This is an optimization exercise on Yosys and OpenROAD, whose aim is small area and a short achievable clock period, not a production implementation.
Where RTL was checked, it was by simulation tests only, not by an equivalence proof against the original.
Power figures rest on the tool's default switching activity, not on a simulated workload.

==> flow/design.v (excerpt) <==
module lane_hough(clk, reset, in_xy_valid, in_new_pixel, in_x_nms, in_y_nms, in_end_one_row,
                  out_rho_vote, out_phi_vote, out_vote_valid);
input clk, reset;
input [7:0] in_new_pixel;
input [8:0] in_x_nms;
input [7:0] in_y_nms;
input in_xy_valid;
input in_end_one_row;
output [5:0] out_rho_vote;
output [6:0] out_phi_vote;
output out_vote_valid;
integer i;
reg [8:0] xd [1:11];
reg [7:0] yd [1:13];
reg [12:1] vd;
reg [11:1] ed;
always @(posedge clk) begin
    xd[1] <= in_x_nms;
    for (i = 2; i <= 11; i = i + 1) xd[i] <= xd[i-1];
    yd[1] <= in_y_nms;
    for (i = 2; i <= 13; i = i + 1) yd[i] <= yd[i-1];
    vd <= {vd[11:1], in_xy_valid};
    ed <= {ed[10:1], in_end_one_row};
end
reg [7:0] c1 [0:131];
always @(posedge clk) begin
    c1[0] <= in_new_pixel;
    for (i = 1; i <= 131; i = i + 1) c1[i] <= c1[i-1];
end
reg [7:0] pl_a5, pl_a6, pl_g5;
always @(posedge clk) begin
    pl_a5 <= ((c1[131] >> 4) + (c1[129] >> 4)) + ((c1[3] >> 4) + (c1[1] >> 4));
    pl_a6 <= ((c1[130] >> 3) + (c1[67] >> 3)) + ((c1[65] >> 3) + (c1[2] >> 3));
    pl_g5 <= (c1[66] >> 2);
end
wire [7:0] gf = pl_a5 + pl_g5 + pl_a6;
reg [7:0] c2 [1:131];
always @(posedge clk) begin
    c2[1] <= gf;
    for (i = 2; i <= 131; i = i + 1) c2[i] <= c2[i-1];
end
wire [7:0] g5 = c2[67], g6 = c2[66];
reg [9:0] vr0, vr1, vr2, sbot, stop;
always @(posedge clk) begin
    vr0 <= {2'b0, c2[129]} + {2'b0, c2[1]} + {1'b0, c2[65], 1'b0};
    vr1 <= vr0;
    vr2 <= vr1;
    sbot <= {2'b0, c2[3]} + {2'b0, c2[1]} + {1'b0, c2[2], 1'b0};
    stop <= {2'b0, c2[131]} + {2'b0, c2[129]} + {1'b0, c2[130], 1'b0};
end
reg [9:0] gx, gy;
always @(posedge clk) begin
    gx <= vr0 - vr2;
    gy <= sbot - stop;
end
wire sx = gx[9], sy = gy[9];
wire [7:0] d56 = g5 - g6;
reg [11:1] le_d, ge_d;
always @(posedge clk) begin
    le_d <= {le_d[10:1], (d56 == 8'd0) | d56[7]};
    ge_d <= {ge_d[10:1], ~d56[7]};
end
wire rf_flag_rise_all = le_d[8] & le_d[9] & le_d[10] & le_d[11];
  ...
For scale: ~5,500 cells after synthesis, roughly 2,900 flip-flops, roughly 43 I/O pins, ~0.083 mm2 of cells after synthesis.
Settings: LEC_CHECK=0, CAP_MARGIN=20, CORE_MARGIN=2, CORE_UTILIZATION=65, CTS_CLUSTER_DIAMETER=80, CTS_CLUSTER_SIZE=30, PLACE_DENSITY=0.75, SETUP_SLACK_MARGIN=4.4, SLEW_MARGIN=20; clock period 7.0 ns.
run.sh (not shown) runs the stock make flow with config.mk's settings and CLKGATE_MAP_FILE= SYNTH_SCRIPT=/design/flow/synth_recipe.tcl, a recipe that flattens the netlist after the stock synthesis.
The baseline finished clean.
Then changed:
Settings changed: CORE_UTILIZATION 65 to 40, CTS_CLUSTER_DIAMETER 80 to not set, CTS_CLUSTER_SIZE 30 to not set, PLACE_DENSITY 0.75 to not set, SETUP_SLACK_MARGIN 4.4 to 4.3.
Outcome:
- The new run finished with timing, DRC and antenna clean
- design area grows by 7.1%
- sequential power stays flat
- area after synthesis stays the same
- die area grows by 62%
- core utilization shrinks by 25 points
- total power grows by 18%
- maximum frequency grows by 0.67%
- setup slack is better by 0.018 ns
- sequential share of layout area shrinks by 4.5 points

* * *

## green
Another version of the RTL of lane_hough (not shown whole).
For scale: ~5400 cells after synthesis, ~43 I/O pins.
make LEC_CHECK=0 CAP_MARGIN=20 CORE_MARGIN=2 CORE_UTILIZATION=60 CTS_CLUSTER_DIAMETER=70 CTS_CLUSTER_SIZE=30 PLACE_DENSITY=0.7 SETUP_SLACK_MARGIN=4.4 SLEW_MARGIN=20 finish   # period 7.0 ns
What red does differently from green at the input level:
--- a/flow/config.mk
+++ b/flow/config.mk
@@ -10,4 +10,4 @@
 export CORE_UTILIZATION = 60
-export CTS_CLUSTER_DIAMETER = 70
-export CTS_CLUSTER_SIZE = 30
+export CTS_CLUSTER_DIAMETER = 80
+export CTS_CLUSTER_SIZE = 28
 export PLACE_DENSITY = 0.7
## What came out
- Result: PASS for each of red and green
- Comparing red and green, the lower combinational power is on red.
- ~same total detailed-routing wirelength in red and green
- The final reports for red and green show critical path depth higher in the former.
- green ended up with ht_valid[5] as its worst setup path startpoint; red ended up with gy[9].
- Of the two candidates, green has the worse worst setup slack after layout and red the better one.
Function was not checked in any run of this note: the RTL went through the layout flow alone.

* * *

Another version of the RTL of lane_hough (not shown whole).
Size: roughly 5500 cells after synthesis, ~43 I/O pins, ~82000 µm² of cells after synthesis.
make LEC_CHECK=0 CAP_MARGIN=20 CORE_MARGIN=2 CORE_UTILIZATION=58 CTS_CLUSTER_DIAMETER=80 CTS_CLUSTER_SIZE=30 PLACE_DENSITY=0.68 SETUP_SLACK_MARGIN=4.45 SLEW_MARGIN=20 finish   # period 7.0 ns
Rerun with:
--- a/flow/config.mk
+++ b/flow/config.mk
@@ -10 +10 @@
-export CORE_UTILIZATION = 58
+export CORE_UTILIZATION = 60
@@ -12,3 +12,3 @@
-export CTS_CLUSTER_SIZE = 30
-export PLACE_DENSITY = 0.68
-export SETUP_SLACK_MARGIN = 4.45
+export CTS_CLUSTER_SIZE = 28
+export PLACE_DENSITY = 0.7
+export SETUP_SLACK_MARGIN = 4.4
Fmax came out higher by 0.83%.
Critical path depth is unchanged.
Core utilization went up by 1.8 points.
Power is about the same.

* * *

## job 1938
Another version of the RTL of lane_hough (not shown whole).
Size in the first run: ~5400 cells after synthesis, ~2900 flip-flops, ~43 I/O pins, roughly 83000 um^2 of cells after synthesis.
export LEC_CHECK = 0
export CAP_MARGIN = 20
export CORE_MARGIN = 2
export CORE_UTILIZATION = 65
export CTS_CLUSTER_DIAMETER = 60
export CTS_CLUSTER_SIZE = 36
export PLACE_DENSITY = 0.75
export SETUP_SLACK_MARGIN = 4.45
export SLEW_MARGIN = 20
create_clock -name core_clock -period 7.0 [get_ports {clk}]
Job 1938 has completed all stages; timing, DRC and antenna checks passed.
Here is what was changed in the inputs of job 6493 compared with job 1938.
Settings: SETUP_SLACK_MARGIN: 4.45 -> 4.4; CTS_CLUSTER_DIAMETER: 60 -> 80; CTS_CLUSTER_SIZE: 36 -> 30.
==> run summary <==
The endpoint of the most critical setup path comes out m2_lo[7] in one run and m1_h[6] in the other, namely in job 1938 and job 6493 respectively.
Compared with job 1938, in job 6493 number of non-clock buffers in the layout lost 36, post-layout minimum cycle time lost 0.14 ns, final design utilization lost 1.5 points.
Function was not checked in any run of this note: the RTL went through the layout flow alone.

* * *

## the baseline
lane_hough, a different RTL version from the one above (not shown whole).
For scale: roughly 5500 cells after synthesis, roughly 2800 flip-flops, ~43 I/O pins, roughly 0.083 mm^2 of cells after synthesis.
Settings: LEC_CHECK=0, CAP_MARGIN=20, CORE_MARGIN=2, CORE_UTILIZATION=40, SLEW_MARGIN=20; clock period 7.0 ns.
Input changes introduced in the candidate (baseline for comparison: the baseline):
- ABC_CLOCK_PERIOD_IN_PS newly set to 2700
- SETUP_SLACK_MARGIN newly set to 4.3
### Flow results
Sequential power across the baseline and the candidate: no real change. Global-route usage in the candidate vs the baseline: up 0.34 points. Diff the baseline..the candidate | number of clock sinks | unchanged. On combined flip-flop and latch cell area, the baseline and the candidate are neck and neck. Number of distinct library cells after synthesis: the baseline vs the candidate identical. The number of fillers in the final layout in the candidate was lower than what the baseline gave. In the reports for the baseline and the candidate, the smaller clock buffer count belongs to the baseline.
No functional check of the RTL was part of any run of this note.

* * *

Another version of the RTL of lane_hough (not shown whole).
Size in the first run: roughly 2900 flip-flops, about 82000 µm² of cells after synthesis.
make LEC_CHECK=0 CAP_MARGIN=20 CORE_MARGIN=2 CORE_UTILIZATION=60 CTS_CLUSTER_DIAMETER=80 CTS_CLUSTER_SIZE=28 PLACE_DENSITY=0.7 SETUP_SLACK_MARGIN=4.3 SLEW_MARGIN=20 finish   # period 7.0 ns
The baseline produced a clean layout.
Change:
- SETUP_SLACK_MARGIN: 4.3 -> 4.4
Cell area came out higher by about 0.33%; final cell count hardly moves; power came out higher by 0.43%; routed wire length came out higher by 1.3%; sequential share of layout area came out lower by 0.20 points; combinational power came out higher by 3.0%; utilization came out higher by 0.22 points; setup slack loses 110 ps; maximum frequency came out lower by 4.1%; clock-buffer cell count came out lower by 3; global-route usage came out higher by 0.16 points.

[re-timing with driven ports]
Ports are ideal in the flow. The routed layouts listed here were re-timed in OpenROAD.
Step 1 assumes that a clkbuf_16 drives the clock port and a buf_2 every other input.
Step 2 also shifts input and output timing later by t, the mid clock arrival at the registers, as if the neighbouring blocks saw the same clock.
Slacks: no drivers / after step 1 / after step 2; pairs: no drivers / after step 1.
| run | shift t [ns] | setup WS [ns] | worst setup path after step 2 |
|---|---|---|---|
| the first run of note 1 | 0.823 | 4.252 / 4.252 / 4.075 | input to register |
| the second run of note 1 | 0.955 | 4.270 / 4.189 / 4.150 | input to register |
| green | 0.857 | 4.357 / 4.284 / 3.785 | input to register |
| red | 0.833 | 4.375 / 4.305 / 3.892 | input to register |
| the first run of note 3 | 0.800 | 4.304 / 4.304 / 3.635 | input to register |
| the second run of note 3 | 0.828 | 4.326 / 4.325 / 3.705 | input to register |
| job 1938 | 0.853 | 4.241 / 4.241 / 4.078 | input to register |
| job 6493 | 0.808 | 4.384 / 4.345 / 4.136 | input to register |
| the baseline | 0.954 | 2.788 / 2.788 / 2.788 | register to register |
| the candidate | 0.953 | 3.587 / 3.587 / 3.587 | register to register |
| the first run of note 6 | 0.849 | 4.373 / 4.296 / 3.614 | input to register |
| the second run of note 6 | 0.843 | 4.259 / 4.262 / 3.419 | input to register |
After both steps every run listed still meets setup and hold. The setup slack of the second run of note 6, which loses most, moves by +0.003 ns with the drivers and by -0.840 ns with both steps.
